Context: an optimization exercise on an open-source flow, tuned for small area and a short achievable clock period. The choices shown serve that exercise and are no tape-out recipe. Where RTL was checked, it was by simulation tests only, not by an equivalence proof against the original. The clock input has no modelled driver; a real chip could not lean on it and would need a root buffer or a full tree. Power figures rest on the tool's default switching activity, not on a simulated workload.

==> flow/design.v <==
module synchronous_fifo #(
    parameter DEPTH = 10,
    parameter DATA_WIDTH = 32
) (
    input                           clk,
    input                           rst_n,
    input                           w_en,
    input                           r_en,
    input       [DATA_WIDTH-1:0]    data_in,
    output reg  [DATA_WIDTH-1:0]    data_out,
    output reg                      full,
    output reg                      empty
);
function [4:0] j_up;
    input [4:0] j;
    j_up = {j[3:0], ~j[4]};
endfunction
function j_is;
    input [4:0] j;
    input integer k;
    case (k)
        0: j_is = ~j[4] & ~j[0];
        1: j_is =  j[0] & ~j[1];
        2: j_is =  j[1] & ~j[2];
        3: j_is =  j[2] & ~j[3];
        4: j_is =  j[3] & ~j[4];
        5: j_is =  j[4] &  j[0];
        6: j_is = ~j[0] &  j[1];
        7: j_is = ~j[1] &  j[2];
        8: j_is = ~j[2] &  j[3];
        default: j_is = ~j[3] & j[4];
    endcase
endfunction
function j_is3;
    input [4:0] j;
    input integer k;
    case (k)
        0: j_is3 = ~j[4] & ~j[0] & ~j[1];
        1: j_is3 =  j[0] & ~j[1] & ~j[2];
        2: j_is3 =  j[1] & ~j[2] &  j[0];
        3: j_is3 =  j[2] & ~j[3] &  j[1];
        4: j_is3 =  j[3] & ~j[4] &  j[2];
        5: j_is3 =  j[4] &  j[0] &  j[1];
        6: j_is3 = ~j[0] &  j[1] &  j[4];
        7: j_is3 = ~j[1] &  j[2] &  j[3];
        8: j_is3 = ~j[2] &  j[3] &  j[4];
        default: j_is3 = ~j[3] & j[4] & ~j[2];
    endcase
endfunction
reg [4:0]       w_ptr;
reg [DEPTH-1:0] r_sel;
reg nfull, nempty;
wire wr = w_en & nfull;
wire rd = r_en & nempty;
wire [DEPTH-1:0] w_at;
wire [DEPTH-1:0] occ9_t, occ1_t;
genvar g;
generate
    for (g = 0; g < DEPTH; g = g + 1) begin : ptr
        assign w_at[g]   = j_is(w_ptr, g);
        assign occ9_t[g] = w_at[g] & r_sel[(g + 1) % DEPTH];
        assign occ1_t[g] = r_sel[g] & j_is(w_ptr, (g + 1) % DEPTH);
    end
endgenerate
wire occ9 = |occ9_t;
wire occ1 = |occ1_t;
always @(posedge clk) begin
    if (!rst_n) begin
        w_ptr  <= 5'd0;
        r_sel  <= {{(DEPTH-1){1'b0}}, 1'b1};
        full   <= 1'b0;
        empty  <= 1'b1;
        nfull  <= 1'b1;
        nempty <= 1'b0;
    end else begin
        if (wr) w_ptr <= j_up(w_ptr);
        if (rd) r_sel <= {r_sel[DEPTH-2:0], r_sel[DEPTH-1]};
        full   <= ~nfull  ? ~r_en : (w_en & occ9 & ~rd);
        nfull  <= ~nfull  ? r_en : ~(w_en & occ9 & ~rd);
        empty  <= ~nempty ? ~w_en : (r_en & occ1 & ~wr);
        nempty <= ~nempty ? w_en : ~(r_en & occ1 & ~wr);
    end
end
wire [DATA_WIDTH-1:0] slot [0:DEPTH-1];
generate
    for (g = 0; g < DEPTH; g = g + 1) begin : row
        reg  [DATA_WIDTH-1:0] word;
        wire load = nfull & j_is(w_ptr, g);
        wire keep = ~(nfull & j_is3(w_ptr, g));
        always @(posedge clk)
            word <= (data_in & {DATA_WIDTH{load}}) | (word & {DATA_WIDTH{keep}});
        assign slot[g] = word;
    end
endgenerate
integer i;
reg [DATA_WIDTH-1:0] rdata;
always @(*) begin
    rdata = {DATA_WIDTH{1'b0}};
    for (i = 0; i < DEPTH; i = i + 1)
        rdata = rdata | ({DATA_WIDTH{r_sel[i]}} & slot[i]);
end
always @(posedge clk) begin
    if (!rst_n)
        data_out <= {DATA_WIDTH{1'b0}};
    else if (rd)
        data_out <= rdata;
end
endmodule
export LEC_CHECK = 0
export CAP_MARGIN = 20
export CORE_MARGIN = 2
export CORE_UTILIZATION = 55
export SETUP_SLACK_MARGIN = 1.5
export SLEW_MARGIN = 20
create_clock -name core_clock -period 3.0 [get_ports {clk}]
standard.sh (not shown) runs the stock make flow with config.mk's settings and CLKGATE_MAP_FILE= SYNTH_SCRIPT=/design/flow/synth_recipe.tcl, a recipe that flattens the netlist after the stock synthesis.
==> flow/flow/run.sh <==
#!/bin/bash
# The standard layout, with buf_1 cells as port buffers and the clock
# tree rebuilt after CTS as two balanced levels of clkbuf_16 (see
# post_cts.tcl); ORFS's own logs stay in orfs/logs.
bash standard.sh BUFFER_PORTS_ARGS="-buffer_cell sky130_fd_sc_hd__buf_1" \
  CTS_ARGS="-sink_clustering_enable -repair_clock_nets -sink_clustering_size 20 -sink_clustering_max_diameter 70 -buf_list sky130_fd_sc_hd__clkbuf_16 -dont_use_dummy_load" \
  POST_CTS_TCL="$(pwd)/flow/post_cts.tcl" \
  > standard_run.log 2>&1
Other scripts of this flow, unchanged in this note and not shown: flow/flow/clock_tree.tcl, flow/flow/post_cts.tcl
Rerun with:
--- a/flow/config.mk
+++ b/flow/config.mk
@@ -11 +11 @@
-export SETUP_SLACK_MARGIN = 1.5
+export SETUP_SLACK_MARGIN = 1.6
=>
- clock skew stays flat
- area after synthesis does not change
- first-iteration DRC count is higher by 17%
- die area stays the same
- worst setup slack is worse by 63 ps
- total power goes up by 3.1%
- wire length came out higher by 19%
- via count goes up by 7.9%
- utilization grows by 7.8 points
- design area rose by 12%
Rerun with:
--- a/flow/config.mk
+++ b/flow/config.mk
@@ -11 +11 @@
-export SETUP_SLACK_MARGIN = 1.6
+export SETUP_SLACK_MARGIN = 1.45
The changed run went through all stages and came out clean.
Setup slack gets better by 44 ps.
Routed wire length came out lower by about a fifth.
Synthesized cell count is unchanged.
Final area came out lower by roughly a tenth.
Total power came out lower by a few percent.
Worst hold slack stays flat.
Via count came out lower by a little under a tenth.
Sequential share of layout area came out higher by 5.6 points.
Die area stays the same.
No functional check of the RTL was part of any run of this note. No run of this note takes its clock network from TritonCTS; it comes from the design's own scripts or RTL.

synchronous_fifo, a different RTL version from the one above (not shown whole).
Size in the first run: about 1200 cells after synthesis, ~390 flip-flops, ~70 I/O pins, roughly 14000 um^2 of cells after synthesis.
export LEC_CHECK = 0
export CAP_MARGIN = 20
export CORE_MARGIN = 2
export CORE_UTILIZATION = 55
export GPL_TIMING_DRIVEN = 0
export SETUP_SLACK_MARGIN = 1.65
export SLEW_MARGIN = 20
create_clock -name core_clock -period 3.0 [get_ports {clk}]
Scripts as last shown in full above: flow/flow/run.sh
Other scripts of this flow, unchanged in this note and not shown: flow/flow/clock_tree.tcl, flow/flow/post_cts.tcl
The starting point produced a clean layout.
Next try:
- CAP_MARGIN: 20 -> 5
- GPL_TIMING_DRIVEN: 0 -> unset
- SLEW_MARGIN: 20 -> 5
The changed run passed the timing, design-rule and antenna checks.
Wire length grows by a few percent.
Maximum frequency grows by roughly a tenth.
Area after synthesis is unchanged.
Worst setup slack gets better by 160 ps.
Next try:
- CAP_MARGIN: 5 -> 20
- SETUP_SLACK_MARGIN: 1.65 -> 1.55
- SLEW_MARGIN: 5 -> 20
Result: Global-route usage fell by 1.0 points. Setup slack loses 83 ps. Power came out lower by about 0.54%. Via count decreases by about 2.5%. Fmax went down by 5.6%. Combinational power fell by about 3%. Wire length came out lower by about 5%. Utilization shrinks by 1.4 points.
Next try:
- CORE_UTILIZATION: 55 -> 48
- SETUP_SLACK_MARGIN: 1.55 -> 1.6
=>
- power hardly moves
- die area increases by 14%
- wire length goes up by about 2.7%
- global-route usage goes down by 3.8 points
- maximum frequency drops by about 5.5%
- final area rose by about 2%
- utilization is lower by 6.8 points
- area after synthesis does not change
- worst setup slack gets worse by 87 ps
In every run of this note, the design's own scripts or RTL, not TritonCTS, make the clock network.

== garnet ==
synchronous_fifo, a different RTL version from the one above (not shown whole).
For scale: about 1,200 cells after synthesis, roughly 70 I/O pins.
export LEC_CHECK = 0
export CAP_MARGIN = 20
export CORE_MARGIN = 2
export CORE_UTILIZATION = 65
export SETUP_SLACK_MARGIN = 1.6
export SLEW_MARGIN = 20
create_clock -name core_clock -period 3.0 [get_ports {clk}]
==> flow/flow/run.sh <==
#!/bin/bash
bash standard.sh BUFFER_PORTS_ARGS="-buffer_cell sky130_fd_sc_hd__buf_1" \
  CTS_ARGS="-sink_clustering_enable -repair_clock_nets -sink_clustering_size 30 -sink_clustering_max_diameter 100 -buf_list sky130_fd_sc_hd__clkbuf_16 -dont_use_dummy_load" \
  POST_CTS_TCL="$(pwd)/flow/post_cts.tcl" \
  > standard_run.log 2>&1
==> flow/flow/post_cts.tcl <==
source [file join [file dirname [info script]] unroot.tcl]
unroot_clock_tree
estimate_parasitics -placement
==> flow/flow/unroot.tcl <==
proc unroot_clock_tree {} {
  set block [ord::get_db_block]
  set clk_net [$block findNet clk]
  set root ""
  set nin 0
  foreach it [$clk_net getITerms] {
    if {[$it isInputSignal]} { set root [$it getInst]; incr nin }
  }
  if {$nin != 1} { puts "unroot: clock port feeds $nin pins, left as is"; return }
  set root_out ""
  foreach it [$root getITerms] {
    if {[$it isOutputSignal]} { set root_out [$it getNet] }
  }
  set loads {}
  foreach it [$root_out getITerms] {
    if {[$it isInputSignal]} {
      if {![string match "sky130_fd_sc_hd__clkbuf_*" [[[$it getInst] getMaster] getName]]} {
        puts "unroot: root buffer drives a non-buffer, left as is"; return
      }
      lappend loads $it
    }
  }
  if {[llength $loads] > 4} { puts "unroot: root drives [llength $loads] pins, left as is"; return }
  foreach it $loads {
    $it disconnect
    $it connect $clk_net
  }
  foreach it [$root getITerms] { if {[$it getNet] != "NULL"} { $it disconnect } }
  odb::dbInst_destroy $root
  odb::dbNet_destroy $root_out
  puts "unroot: clock port now feeds [llength $loads] clock buffers"
}
garnet did not stop at any stage, and its layout met the timing, design-rule and antenna checks.
Input changes introduced in indigo (baseline for comparison: garnet):
- a change of CORE_UTILIZATION from 65 to 55
- a change of SETUP_SLACK_MARGIN from 1.6 to 1.5
[summary]
- Diff garnet -> indigo: met1 wire length grew by 10%; final worst-path setup slack grew by 24 ps; die height grew by 8.5%.
- garnet ended up with dfxtp_4 as its slowest stage cell on the critical path; indigo ended up with a22o_1.
- Share of power burned in combinational logic, garnet and indigo: higher on garnet
- indigo: routed via count is 5.9% lower than what garnet reported.
- Where wire length is concerned, garnet is outperformed by indigo.
Function was not checked in any run of this note: the RTL went through the layout flow alone.

-- separate check: timing with driven ports --
In the flow no input, the clock included, has a driving cell. The finished layouts below were timed again as built, in two steps. Step 1, drivers: a clkbuf_16 drives clk and a buf_2 each remaining input, both assumed. Step 2 moves the port delays by t, midway between the first and last clock arrival at a register: inputs arrive t later, outputs are due t later. That takes back most of the time a late clock gives input paths. Slacks: ideal / step 1 / step 2; pairs: ideal / step 1.
run | t (ns) | slack for setup (ns) | latest minus earliest clock arrival (ns) | worst register clock-pin slew, ns | cell pins on the clock port's net
the first run of note 1 | 0.420 | 1.452 / 1.452 / 1.232 | 0.018 / 0.017 | 0.10 / 0.10 | 4
the second run of note 1 | 0.423 | 1.388 / 1.388 / 1.139 | 0.020 / 0.019 | 0.10 / 0.10 | 4
the third run of note 1 | 0.423 | 1.433 / 1.433 / 1.194 | 0.020 / 0.020 | 0.10 / 0.10 | 4
the first run of note 2 | 0.426 | 1.423 / 1.430 / 1.068 | 0.011 / 0.011 | 0.10 / 0.10 | 4
the second run of note 2 | 0.425 | 1.584 / 1.497 / 1.231 | 0.029 / 0.029 | 0.10 / 0.10 | 4
the third run of note 2 | 0.426 | 1.501 / 1.480 / 1.131 | 0.020 / 0.020 | 0.10 / 0.10 | 4
the fourth run of note 2 | 0.425 | 1.414 / 1.431 / 1.035 | 0.014 / 0.014 | 0.10 / 0.10 | 4
garnet | 0.446 | 1.428 / 1.428 / 1.058 | 0.035 / 0.035 | 0.12 / 0.12 | 2
indigo | 0.442 | 1.452 / 1.450 / 1.052 | 0.043 / 0.043 | 0.12 / 0.12 | 2
After both steps setup and hold are still met in every run listed. For indigo, which loses most, drivers alone change the setup slack by -0.002 ns; drivers and shift together by -0.400 ns.
